What follows belongs to an exercise in optimizing a design on an open flow for small area, a short achievable clock period and few clock cycles; a production flow would make more cautious choices.
The RTL was checked by simulation tests, not by an equivalence proof against the original design.
No activity file was given, so power comes from the tool's default toggle rates.

**flow/run.sh**
```bash
#!/bin/bash
# synth_recipe.tcl (not shown) runs the flow's synth.tcl, then flattens the netlist and writes it again
# the make line also repeats each setting of config.mk as NAME=value (left out here)
make -C /OpenROAD-flow-scripts/flow DESIGN_CONFIG=/design/flow/config.mk WORK_HOME=/design/flow/orfs CLKGATE_MAP_FILE= SYNTH_SCRIPT=/design/flow/synth_recipe.tcl finish
```
**flow/design.v**
```verilog
module ALU(Zero, ALU_Result, InputData1, InputData2, shamt, ALU_Control);
input [31:0] InputData1, InputData2;
input [4:0] shamt;
input [3:0] ALU_Control;
output Zero;
output reg [31:0] ALU_Result;
assign Zero = (ALU_Result == 0) ? 1 : 0;
always @ (*)
begin
	case(ALU_Control)
		4'd1: begin 
			ALU_Result <= InputData1+InputData2;
		       end
		4'd2: begin 
			ALU_Result <= InputData1-InputData2;
		       end
		4'd3: begin 
			ALU_Result <= InputData2 << shamt;
		       end
		4'd4: begin 
			ALU_Result <= InputData2 >> shamt;
		       end
		4'd5: begin 
			ALU_Result <= InputData1&InputData2;
		       end
		4'd6: begin 
			ALU_Result <= InputData1|InputData2;
		       end
		4'd7: begin 
			ALU_Result <= ~(InputData1|InputData2);
		       end
		4'd8: begin 
			ALU_Result <= (InputData1<InputData2)? 1 : 0;
		       end
		4'd9: begin
			ALU_Result <= (InputData1 < InputData2);
		       end
		default: ALU_Result <= 0;
	endcase
end
endmodule
module ALU_Controller(ALU_Control,ALUOP,Function);
output reg [3:0] ALU_Control;
input wire [5:0] ALUOP;
input wire [5:0] Function;
always @ (*)
begin
	ALU_Control = 4'd0;	 
	case(ALUOP)
		6'h0:  
		begin
			case(Function)
				6'h20: ALU_Control = 4'd1;	 
				6'h22: ALU_Control = 4'd2;	 
				6'h0: ALU_Control = 4'd3;	 
				6'h2: ALU_Control = 4'd4;	 
				6'h24: ALU_Control = 4'd5;	 
				6'h25: ALU_Control = 4'd6;	 
				6'h27: ALU_Control = 4'd7;	 
				6'h2B: ALU_Control = 4'd8;	 
				6'h2A: ALU_Control = 4'd9;	 
			endcase
		end
		6'h8: ALU_Control = 4'd1;	 
		6'h23: ALU_Control = 4'd1;	 
		6'h21: ALU_Control = 4'd1;	 
		6'h25: ALU_Control = 4'd1;	 
		6'h2B: ALU_Control = 4'd1;	 
		6'hC : ALU_Control = 4'd5;	 
		6'hD : ALU_Control = 4'd6;	 
		6'h4 : ALU_Control = 4'd2;	 
	endcase
end  
endmodule
module SignExtender(ExtendedValue,HalfWord,Unsigned);
output reg [31:0]ExtendedValue;
input wire [15:0]HalfWord;
input wire Unsigned;
always @ (*) begin
	ExtendedValue[15:0] <= HalfWord;
	if(Unsigned==1)
		ExtendedValue[31:16] <= 0;
	else
		ExtendedValue[31:16] <= { 16 { HalfWord[15] } };
end
endmodule
module control_unit (
			beq, shift, aluSrc, regDst, memToReg,
			regWrite, memWrite, memRead, loadFullWord, loadSigned,
			instrOpCode, instrFunct);
	input [5:0] instrOpCode, instrFunct;
	output beq, shift, aluSrc, regDst, memToReg;
	output regWrite, memWrite, memRead, loadFullWord, loadSigned;
	assign beq = (instrOpCode == 6'h4);  
	assign shift = (instrOpCode == 6'h0) & (instrFunct == 6'h0 | instrFunct == 6'h2);  
	assign aluSrc = (instrOpCode == 6'h23 | instrOpCode == 6'h2B		 
			| instrOpCode == 6'h21 | instrOpCode == 6'h25		 
			| instrOpCode == 6'h8);					 
	assign regDst = ~aluSrc;
	assign regWrite = (instrOpCode != 6'h2B & instrOpCode != 6'h4);  
	assign memWrite = (instrOpCode == 6'h2B);  
	assign memRead = (instrOpCode == 6'h23 | instrOpCode == 6'h21 | instrOpCode == 6'h25);
	assign loadFullWord = (instrOpCode == 6'h23);
	assign loadSigned = (instrOpCode == 6'h23 | instrOpCode == 6'h21);
	assign memToReg = memRead;
endmodule
module fwd_unit(fwdA, fwdB,
		instrRs_E, instrRt_E, writeReg_M, writeReg_WB, regWrite_M, regWrite_WB);
	input [4:0] instrRs_E, instrRt_E, writeReg_M, writeReg_WB;
	input regWrite_M, regWrite_WB;
	output [1:0] fwdA, fwdB;
	wire fwd_ALU_A, fwd_Full_A;
	wire fwd_ALU_B, fwd_Full_B;
	wire fwd_ALU, fwd_Full;
	assign fwdA = { fwd_ALU_A, fwd_Full_A };
	assign fwdB = { fwd_ALU_B, fwd_Full_B };
	assign fwd_ALU = regWrite_M & (writeReg_M != 5'd0);
	assign fwd_Full = regWrite_WB & (writeReg_WB != 5'd0);
	assign fwd_ALU_A = fwd_ALU & (instrRs_E == writeReg_M);
	assign fwd_ALU_B = fwd_ALU & (instrRt_E == writeReg_M);
	assign fwd_Full_A = fwd_Full & (instrRs_E == writeReg_WB) & ~fwd_ALU_A;
	assign fwd_Full_B = fwd_Full & (instrRt_E == writeReg_WB) & ~fwd_ALU_B;
endmodule
module mux_4_x_32 (out, in0, in1, in2, in3, defaultWire, sel);
	input [1:0] sel;
	input [31:0] in0, in1, in2, in3, defaultWire;
	output reg [31:0] out;
	always @(*) begin
		case (sel)
			00: out <= in0;
			01: out <= in1;
			10: out <= in2;
			11: out <= in3;
			default: out <= defaultWire;
		endcase
	end
endmodule
module register_32 (wordOut, wordIn, write, reset, clk);
	input write, reset, clk;
	input [31:0] wordIn;
	output reg [31:0] wordOut;
	always @(posedge clk, posedge reset) begin
		if(reset) wordOut <= 32'd0;
		else if(write) wordOut <= wordIn;
	end
endmodule
module register_5 (wordOut, wordIn, write, reset, clk);
	input write, reset, clk;
	input [4:0] wordIn;
	output reg [4:0] wordOut;
	always @(posedge clk, posedge reset) begin
		if(reset) wordOut <= 4'd0;
		else if(write) wordOut <= wordIn;
	end
endmodule
module D_FlipFlop (bitOut, bitIn, write, reset, clk);
	input write, reset, clk;
	input bitIn;
	output reg bitOut;
	always @(posedge clk, posedge reset) begin
		if(reset) bitOut <= 1'd0;
		else if(write) bitOut <= bitIn;
	end
endmodule
module IF_ID_ppreg (instrOut, pcPlus4Out, instrIn, pcPlus4In, write, reset, clk);
	input write, reset, clk;
	input [31:0] instrIn, pcPlus4In;
	output [31:0] instrOut, pcPlus4Out;
	register_32 instrReg (instrOut, instrIn, write, reset, clk);
	register_32 pcPlus4Reg (pcPlus4Out, pcPlus4In, write, reset, clk);
endmodule
module ID_EXE_ppreg (
	pcPlus4Out, pcPlus4In, syscallOut, syscallIn,
	instrRsOut, instrRsIn, instrRtOut, instrRtIn, instrRdOut, instrRdIn,
	imm32Out, imm32In, shamtOut, shamtIn,
	regData1Out, regData1In, regData2Out, regData2In,
	aluOpOut, aluOpIn, aluSrcOut, aluSrcIn, shiftOut, shiftIn,
	regDstOut, regDstIn, regWriteOut, regWriteIn,
	branchOut, branchIn, memToRegOut, memToRegIn,
	memWriteOut, memWriteIn, memReadOut, memReadIn,
	loadFullWordOut, loadFullWordIn, loadSignedOut, loadSignedIn,
	write, reset, clk);
	input write, reset, clk;
	input [31:0] pcPlus4In, imm32In, regData1In, regData2In;
	input [4:0] instrRsIn, instrRtIn, instrRdIn, shamtIn;
	input [3:0] aluOpIn;
	input aluSrcIn, shiftIn, regDstIn, regWriteIn, branchIn, memToRegIn;
	input memWriteIn, memReadIn, loadFullWordIn, loadSignedIn;
	input syscallIn;
	output [31:0] pcPlus4Out, imm32Out, regData1Out, regData2Out;
	output [4:0] instrRsOut, instrRtOut, instrRdOut, shamtOut;
	output [3:0] aluOpOut;
	output aluSrcOut, shiftOut, regDstOut, regWriteOut, branchOut, memToRegOut;
	output memWriteOut, memReadOut, loadFullWordOut, loadSignedOut;
	output syscallOut;
	wire [4:0] aluOpIn5, aluOpOut5;
	assign aluOpOut = aluOpOut5[3:0];
	assign aluOpIn5 = { 1'd0, aluOpIn };
	register_32 pcPlus4Reg (pcPlus4Out, pcPlus4In, write, reset, clk);
	register_32 imm32Reg (imm32Out, imm32In, write, reset, clk);
	register_32 regData1Reg (regData1Out, regData1In, write, reset, clk);
	register_32 regData2Reg (regData2Out, regData2In, write, reset, clk);
	register_5 instrRsReg (instrRsOut, instrRsIn, write, reset, clk);
	register_5 instrRtReg (instrRtOut, instrRtIn, write, reset, clk);
	register_5 instrRdReg (instrRdOut, instrRdIn, write, reset, clk);
	register_5 shamtReg (shamtOut, shamtIn, write, reset, clk);
	register_5 aluOpReg (aluOpOut5, aluOpIn5, write, reset, clk);
	D_FlipFlop aluSrcFF	(aluSrcOut, aluSrcIn, write, reset, clk);
	D_FlipFlop shiftFF	(shiftOut, shiftIn, write, reset, clk);
	D_FlipFlop regDstFF	(regDstOut, regDstIn, write, reset, clk);
	D_FlipFlop regWriteFF	(regWriteOut, regWriteIn, write, reset, clk);
	D_FlipFlop branchFF	(branchOut, branchIn, write, reset, clk);
	D_FlipFlop memToRegFF	(memToRegOut, memToRegIn, write, reset, clk);
	D_FlipFlop memWriteFF	(memWriteOut, memWriteIn, write, reset, clk);
	D_FlipFlop memReadFF	(memReadOut, memReadIn, write, reset, clk);
	D_FlipFlop loadFullWord	(loadFullWordOut, loadFullWordIn, write, reset, clk);
	D_FlipFlop loadSignedFF	(loadSignedOut, loadSignedIn, write, reset, clk);
	D_FlipFlop syscallFF	(syscallOut, syscallIn, write, reset, clk);
endmodule
module EXE_MEM_ppreg (
	syscallOut, syscallIn,
	regData2Out, regData2In, aluResultOut, aluResultIn,
	writeRegOut, writeRegIn,
	regWriteOut, regWriteIn, memToRegOut, memToRegIn,
	memWriteOut, memWriteIn, memReadOut, memReadIn,
	loadFullWordOut, loadFullWordIn, loadSignedOut, loadSignedIn,
	write, reset, clk);
	input write, reset, clk;
	input [31:0] regData2In, aluResultIn;
	input [4:0] writeRegIn;
	input regWriteIn, memToRegIn;
	input memWriteIn, memReadIn, loadFullWordIn, loadSignedIn;
	input syscallIn;
	output [31:0] regData2Out, aluResultOut;
	output [4:0] writeRegOut;
	output regWriteOut, memToRegOut;
	output memWriteOut, memReadOut, loadFullWordOut, loadSignedOut;
	output syscallOut;
	register_32 regData2Reg (regData2Out, regData2In, write, reset, clk);
	register_32 aluResultReg (aluResultOut, aluResultIn, write, reset, clk);
	register_5 writeRegReg (writeRegOut, writeRegIn, write, reset, clk);
	D_FlipFlop regWriteFF	(regWriteOut, regWriteIn, write, reset, clk);
	D_FlipFlop memToRegFF	(memToRegOut, memToRegIn, write, reset, clk);
	D_FlipFlop memWriteFF	(memWriteOut, memWriteIn, write, reset, clk);
	D_FlipFlop memReadFF	(memReadOut, memReadIn, write, reset, clk);
	D_FlipFlop loadFullWord	(loadFullWordOut, loadFullWordIn, write, reset, clk);
	D_FlipFlop loadSignedFF	(loadSignedOut, loadSignedIn, write, reset, clk);
	D_FlipFlop syscallFF	(syscallOut, syscallIn, write, reset, clk);
endmodule
module MEM_WB_ppreg (
	syscallOut, syscallIn,
	memDataOut, memDataIn, aluResultOut, aluResultIn,
	writeRegOut, writeRegIn,
	regWriteOut, regWriteIn, memToRegOut, memToRegIn,
	write, reset, clk);
	input write, reset, clk;
	input [31:0] memDataIn, aluResultIn;
	input [4:0] writeRegIn;
	input regWriteIn, memToRegIn;
	input syscallIn;
	output [31:0] memDataOut, aluResultOut;
	output [4:0] writeRegOut;
	output regWriteOut, memToRegOut;
	output syscallOut;
	register_32 memDataReg (memDataOut, memDataIn, write, reset, clk);
	register_32 aluResultReg (aluResultOut, aluResultIn, write, reset, clk);
	register_5 writeRegReg (writeRegOut, writeRegIn, write, reset, clk);
	D_FlipFlop regWriteFF	(regWriteOut, regWriteIn, write, reset, clk);
	D_FlipFlop memToRegFF	(memToRegOut, memToRegIn, write, reset, clk);
	D_FlipFlop syscallFF	(syscallOut, syscallIn, write, reset, clk);
endmodule
module RegisterFile(ReadData1,ReadData2,ReadReg1,ReadReg2,WriteReg,WriteData,RegWriteSignal,clk);
    input [4:0] ReadReg1, ReadReg2, WriteReg;
    input [31:0] WriteData;
    input clk, RegWriteSignal;
    output [31:0] ReadData1, ReadData2;
    reg [31:0] Registers[31:0];
	assign ReadData1 = (ReadReg1 == 0) ? 32'd0 : Registers[ReadReg1];
	assign ReadData2 = (ReadReg2 == 0) ? 32'd0 : Registers[ReadReg2];
    always @ (posedge clk)
    begin
        if(RegWriteSignal==1)
            Registers[WriteReg] <= WriteData; 
    end
endmodule
module mips_core (
	input         clk,
	input         rst,           
	output [31:0] imem_addr,     
	input  [31:0] imem_rdata,    
	output [31:0] dmem_addr,     
	output [31:0] dmem_wdata,    
	output        dmem_we,       
	input  [31:0] dmem_rdata,    
	output        halt           
);
	wire pipeReset = rst;
	wire pipeWrite = 1'b1;
	wire syscall_D, syscall_E, syscall_M, syscall_W;
	wire [31:0] pcValue, pcNext;
	wire [31:0] pcPlus4_F, pcPlus4_D, pcPlus4_E;
	wire [31:0] pcOffsetNextInst_E;
	wire pcSrc;
	wire [31:0] instruction, instruction_D;
	wire [5:0] instrOpCode, instrFunct;
	wire [15:0] instrImm;
	wire [4:0] instrRs, instrRs_E;
	wire [4:0] instrRt, instrRt_E;
	wire [4:0] instrRd, instrRd_E;
	wire [4:0] instrShamt;
	wire [31:0] imm32_D, imm32_E;
	wire [31:0] regData1, regData1_E;
	wire [31:0] regData2, regData2_E, regData2_M;
	wire [31:0] writeData;
	wire [4:0] readReg1, readReg2;
	wire [4:0] writeReg_E, writeReg_M, writeReg;
	wire regWrite_D, regWrite_E, regWrite_M, regWrite;
	wire [31:0] aluOprd1, aluOprd2_FWD, aluOprd2;
	wire [4:0] aluShamt;
	wire [3:0] aluOp_D, aluOp;
	wire [31:0] aluResult, aluResult_M, aluResult_W;
	wire aluZero;
	wire [31:0] memDataOut, memDataOut_W;
	wire memWrite_D, memRead_D, loadFullWord_D, loadSigned_D;
	wire memWrite_E, memRead_E, loadFullWord_E, loadSigned_E;
	wire memWrite_M, memRead_M, loadFullWord_M, loadSigned_M;
	wire branch_D, aluSrc_D, regDst_D;
	wire branch_E, aluSrc_E, regDst_E;
	wire memToReg_D, memToReg_E, memToReg_M, memToReg_W;
	wire shift_D, shift_E;
	wire [1:0] fwdA, fwdB;
	assign pcPlus4_F = pcValue + 4;
	assign pcOffsetNextInst_E = pcPlus4_E + (imm32_E << 2);
	assign pcSrc = branch_E & aluZero;
	assign pcNext = pcSrc ? pcOffsetNextInst_E : pcPlus4_F;
	assign imem_addr = pcValue;
	assign instruction = imem_rdata;
	assign instrOpCode = instruction_D[31:26];
	assign instrRs = instruction_D[25:21];
	assign instrRt = instruction_D[20:16];
	assign instrRd = instruction_D[15:11];
	assign instrFunct = instruction_D[5:0];
	assign instrShamt = instruction_D[10:6];
	assign instrImm = instruction_D[15:0];
	assign syscall_D = (instruction_D == 32'h0000000c);
	SignExtender offsetSignExtender (imm32_D, instrImm, 1'b0);
	assign readReg1 = instrRs;
	assign readReg2 = instrRt;
	assign aluOprd2 = aluSrc_E ? imm32_E : aluOprd2_FWD;
	mux_4_x_32 aluOprd1_fwdMux (aluOprd1, regData1_E, writeData, aluResult_M, 32'd0, regData1_E, fwdA);
	mux_4_x_32 aluOprd2_fwdMux (aluOprd2_FWD, regData2_E, writeData, aluResult_M, 32'd0, regData2_E, fwdB);
	assign writeReg_E = regDst_E ? instrRd_E : instrRt_E;
	assign dmem_addr = aluResult_M;
	assign dmem_wdata = regData2_M;
	assign dmem_we = memWrite_M;
	assign memDataOut[15:0] = dmem_rdata[15:0];
	assign memDataOut[31:16] = loadFullWord_M ? dmem_rdata[31:16] :
				   loadSigned_M ? {16{dmem_rdata[15]}} : 16'd0;
	assign writeData = memToReg_W ? memDataOut_W : aluResult_W;
	assign halt = syscall_W;
	register_32	PC (pcValue, pcNext, pipeWrite, pipeReset, clk);
	RegisterFile	reg_file (regData1, regData2, readReg1, readReg2, writeReg, writeData, regWrite, clk);
	ALU		alu (aluZero, aluResult, aluOprd1, aluOprd2, aluShamt, aluOp);
	ALU_Controller	aluControl (aluOp_D, instrOpCode, instrFunct);
	control_unit	CU (branch_D, shift_D, aluSrc_D, regDst_D, memToReg_D, regWrite_D,
				memWrite_D, memRead_D, loadFullWord_D, loadSigned_D,
				instrOpCode, instrFunct);
	fwd_unit	FU (fwdA, fwdB, instrRs_E, instrRt_E, writeReg_M, writeReg, regWrite_M, regWrite);
	IF_ID_ppreg IF_ID (instruction_D, pcPlus4_D, instruction, pcPlus4_F, pipeWrite, pipeReset, clk);
	ID_EXE_ppreg ID_EXE (
		pcPlus4_E, pcPlus4_D, syscall_E, syscall_D,
		instrRs_E, instrRs, instrRt_E, instrRt, instrRd_E, instrRd,
		imm32_E, imm32_D, aluShamt, instrShamt,
		regData1_E, regData1, regData2_E, regData2,
		aluOp, aluOp_D, aluSrc_E, aluSrc_D, shift_E, shift_D,
		regDst_E, regDst_D, regWrite_E, regWrite_D, branch_E, branch_D, memToReg_E, memToReg_D,
		memWrite_E, memWrite_D, memRead_E, memRead_D,
		loadFullWord_E, loadFullWord_D, loadSigned_E, loadSigned_D,
		pipeWrite, pipeReset, clk);
	EXE_MEM_ppreg EXE_MEM (
		syscall_M, syscall_E,
		regData2_M, regData2_E, aluResult_M, aluResult,
		writeReg_M, writeReg_E,
		regWrite_M, regWrite_E, memToReg_M, memToReg_E,
		memWrite_M, memWrite_E, memRead_M, memRead_E,
		loadFullWord_M, loadFullWord_E, loadSigned_M, loadSigned_E,
		pipeWrite, pipeReset, clk);
	MEM_WB_ppreg MEM_WB (
		syscall_W, syscall_M,
		memDataOut_W, memDataOut, aluResult_W, aluResult_M,
		writeReg, writeReg_M,
		regWrite, regWrite_M, memToReg_W, memToReg_M,
		pipeWrite, pipeReset, clk);
endmodule
```
**flow/constraint.sdc**
```tcl
create_clock -name core_clock -period 10.0 [get_ports {clk}]
set_input_delay 2.0000 -clock core_clock [delete_from_list [all_inputs] [get_ports {clk}]]
set_output_delay 2.0000 -clock core_clock [all_outputs]
set_load 0.01 [all_outputs]
```
**flow/config.mk**
```make
export PLATFORM = sky130hd
export DESIGN_NAME = mips_core
export DESIGN_NICKNAME = mips_core
export VERILOG_FILES = /design/flow/design.v
export SDC_FILE = /design/flow/constraint.sdc
export NUM_CORES = 4
export LEC_CHECK = 0
export CAP_MARGIN = 20
export CORE_MARGIN = 2
export CORE_UTILIZATION = 40
export SLEW_MARGIN = 20
```
==> out/results.txt <==
Syn_nets = 4679
# Post-CTS Setup Buffers = 0
1st-iter DRT viols = 6218
Fin Setup TNS = 0 ns
Flip-flop and latch area = 40200 um^2
Asr flop ratio synth = 0.270
Startpoint Class = flip-flop
Multi-input logic area = 28300 um^2
Met1 WL = 90900 um
Sequential power share = 0.459
Req. time, crit path = 10.68 ns
Filler cells = 15103
Hold buffers post-CTS = 0
Worst R2R End = PC.wordOut[1]
Drt pass-1 iters = 8
Final ANT Viol Nets = 0
DRC = 0
Slew Limit Headroom = 0.144
Measured slew at the worst slew-check pin = 1.27 ns
Largest net degree at the start of global routing = 165
Fin crit share = 0.885
Predominant post-synthesis flop cell = edfxtp_1
Commonest cells after routing, fill and taps aside = edfxtp_1 (1024), mux4_2 (648), dfrtp_1 (364), nor2_1 (254), nand2_1 (221)
Max VDD drop = 0.184 mV
Crit Path Category = reg -> reg
Die ar. = 178000 um^2
LEAKAGE = 28.2 nW
Yosys warning count = 8
Routability Congestion = 0.989
Net Sw Power = 4.67 mW
Worst setup margin = 1.15 ns
Final wirelength = 237000 um
# H-tree levels = 4
Max-Cap Viols = 0
Mean Syn Cell Area = 15.6 um^2
Vias = 44862
Hold_sp = IF_ID.pcPlus4Reg.wordOut[0]
CP peak stage delay = 0.87 ns
Skew-Pair Late Insertion Delay = 0.82 ns
Reg clk slew, reported paths = 0.06 ns
GRT Util Overall = 0.264
Met2 wire length = 115000 um
FF+latch count, synth = 1402
Worst Path Arrival = 9.53 ns
Net Sw Frac = 0.297
Critical Path, Cell by Cell = or4_1 > o21ai_2 > or4_1 > a21oi_1 > o31ai_1 > ha_1 > or4_1 > o2111a_1 > o41ai_1 > a21o_1 > nor4b_1 > o21ai_0 > o2bb2ai_1 > o311ai_0 > nand2_1 > a2111oi_0 > o2111ai_1 > nor4_4 > buf_4 > mux2_2
CTS root buffer = clkbuf_16
Hold Path Class = reg -> reg
Row cnt = 153
Hold Path Stages = 0
Initial antenna violation count = 6
Max Fclk = 113 MHz
Status = no timing/DRC/antenna violations
Worst r2r path cells = 20
CP top delay family = compound AO/OA/AOI/OAI gates
Power per cell area = 198 nW/um^2
Seq/Total Area, Yosys = 0.574
Power Internal = 11.0 mW
Post-synth cell types = 93
# IOs = 164
CTS tree = yes
Core Region = 174000 um^2
Die H = 422 um
Die W = 422 um
Finished Cell Area = 79300 um^2
Share of layout cells above drive strength 1 = 0.245
Hold Path Sink = ID_EXE.pcPlus4Reg.wordOut[0]
Commonest non-fill, non-tap cell in the layout = edfxtp_1
Max layer used = met5
Post-Syn Area = 70000 um^2
CP dominant cell by count = or4_1
Dpl cell area = 74600 um^2
RSZ-0062 raised after global routing = no
CTS Buf Count = 149
Vias in the first global route = 44595
Final setup viols = 0
DP HPWL = 149000 um
First-pass GRT wire length = 336000 um
Initial Utilization = 0.403
Dpl ws = 1.50 ns
Clk sinks = 1402
Resize count post-CTS = 0
Slowest CP cell = or4_1
Cell taking the most area after synthesis = edfxtp_1
Clock skew = 0.0322 ns
Worst Path Buf+Inv = 1
Critical-path maximum fanout = 32
Metal3 WL = 19600 um
Comb power frac = 0.202
Area contributors post-synth = edfxtp_1 (44%), mux4_2 (21%), dfrtp_1 (14%)
Drt wl/cell = 33.6 um
Max Slew Vio Count = 0
Tmin final = 8.85 ns
Final nets = 4817
Post-synthesis cell count = 4479
Buffers on Ports = 163
Hold Violations, Final = 0
Area grow syn2layout = 13.3%
Critical path endpoint category = flip-flop
Clk pwr share = 0.338
Post-synth EDFFs = 1024
Share of the synthesized area in the top cell type = 0.439
Flop-to-flop setup slack = 1.15 ns
Vias per inst = 6.36
GRT overflow = 0
Clock buffer depth = 3
RR Startpoint = EXE_MEM.writeRegReg.wordOut[0]
==> worst max-delay path by stage <==
stage / slack (ns) / depth (start not counted) / start / endpoint
finish: 1.15 / 20 / EXE_MEM.writeRegReg.wordOut[0] / PC.wordOut[1]
global route: 0.74 / 20 / EXE_MEM.writeRegReg.wordOut[0] / PC.wordOut[0]
CTS: 1.43 / 20 / EXE_MEM.writeRegReg.wordOut[0] / PC.wordOut[1]
detailed placement: 1.50 / 20 / EXE_MEM.writeRegReg.wordOut[0] / PC.wordOut[1]
global placement: 1.56 / 20 / EXE_MEM.writeRegReg.wordOut[0] / PC.wordOut[1]
floorplan: 2.92 / 1 / rst / EXE_MEM.aluResultReg.wordOut[0]
==> cell usage after synthesis (all sizes together) (7+ instances only) <==
cell,n
mux4,648
and3,11
a21o,32
mux2,83
nand2,222
nand4,24
or4,27
a211oi,15
buf,99
nand3,111
o32ai,13
o211ai,33
mux2i,135
or3,12
xnor2,52
or2,11
a21oi,162
o221ai,29
nand2b,24
inv,149
nand3b,11
o21a,7
edfxtp,1024
ha,131
o21bai,9
a31oi,17
clkbuf,202
a221o,8
xor2,35
dfrtp,378
o2111ai,12
o22ai,44
nor4,22
a221oi,14
a211o,14
and2,7
nor2b,31
o31ai,31
a22oi,15
nor3,61
nor2,291
o21ai,129
==> stage by stage <==
stage	util	instances	total power [mW]	hold slack, ns
6_report	0.456	7055	15.7	0.334
5_1_grt	0.456	7053	16.3	0.353
4_1_cts	0.456	7050	15.7	0.346
3_5_place_dp	0.429	6788	10.4	0.335
3_3_place_gp	0.429	6787	10.4	0.332
2_1_floorplan	-	4479	9.07	0.331
==> metal layers <==
metal,track usage,vias up
li1,-,18288
met1,0.346,23574
met2,0.430,2446
met3,0.0499,552
met4,0.114,2
met5,0,-
==> power by group through the flow <==
| stage | Sequential (mW) | Combinational (mW) | Clock, mW |
|---|---|---|---|
| floorplan | 7.17 | 1.90 | 0 |
| global placement | 7.33 | 3.09 | 0 |
| detailed placement | 7.34 | 3.09 | 0 |
| CTS | 7.23 | 3.10 | 5.41 |
| global route | 7.24 | 3.38 | 5.63 |
| finish | 7.22 | 3.18 | 5.32 |
==> final cells by class <==
cell class / instances / share of cell area
flip-flops and latches: 1402 / 0.508
multi-input cells: 2625 / 0.357
clock buffers: 206 / 0.0520
well taps: 2325 / 0.0367
repair buffers: 288 / 0.0337
inverters: 151 / 0.00719
clock inverters: 56 / 0.00576
diodes: 2 / 0.0000631
==> sequential cells by signal (all words and copies together), names as in the netlist, 4 cells and up <==
register                      cells
ID_EXE.imm32Reg.wordOut          16
reg_file.Registers             1024
EXE_MEM.regData2Reg.wordOut      32
MEM_WB.memDataReg.wordOut        32
IF_ID.pcPlus4Reg.wordOut         32
ID_EXE.aluOpReg.wordOut           4
ID_EXE.instrRsReg.wordOut         5
EXE_MEM.aluResultReg.wordOut     32
EXE_MEM.writeRegReg.wordOut       5
ID_EXE.pcPlus4Reg.wordOut        32
MEM_WB.writeRegReg.wordOut        5
ID_EXE.instrRtReg.wordOut         5
MEM_WB.aluResultReg.wordOut      32
ID_EXE.regData2Reg.wordOut       32
PC.wordOut                       32
IF_ID.instrReg.wordOut           32
ID_EXE.regData1Reg.wordOut       32
==> kinds of logic after synthesis <==
group,Yosys count,synth area share
AND/OR/NAND/NOR,886,0.0599
buffers and inverters,452,0.0254
adder cells (fa/ha/maj),134,0.0243
flip-flops,1402,0.574
AO/OA/AOI/OAI,652,0.0626
XOR/XNOR,87,0.0109
multiplexers,866,0.243
Testbench counts, summed over its fixed seeds: cycles 77,646.

what the ideal ports hide:
The results above use ideal ports. As a check the final layout listed here was re-extracted and re-timed, cells and wires unchanged.
Step 1 (the two cells are an assumption about what drives the block):
set clk [get_ports {clk}]
set_driving_cell -lib_cell sky130_fd_sc_hd__clkbuf_16 $clk
set_driving_cell -lib_cell sky130_fd_sc_hd__buf_2 [delete_from_list [all_inputs] $clk]
Step 2 times the ports against the registers' clock, not the clock port: input delays grow and output delays shrink by t, the midpoint of the rising clock arrivals with the driver on.
Three values: ideal, step 1, step 2; two values: the first two.
t, ns: 0.887
setup slack, ns: 1.151 / 1.151 / 1.151
worst setup path after step 2: register to register
slew at the worst register clock pin (ns): 0.07 / 0.07
After both steps this run still meets setup and hold. For this run, drivers alone change the setup slack by 0.000 ns; drivers and shift together by 0.000 ns.
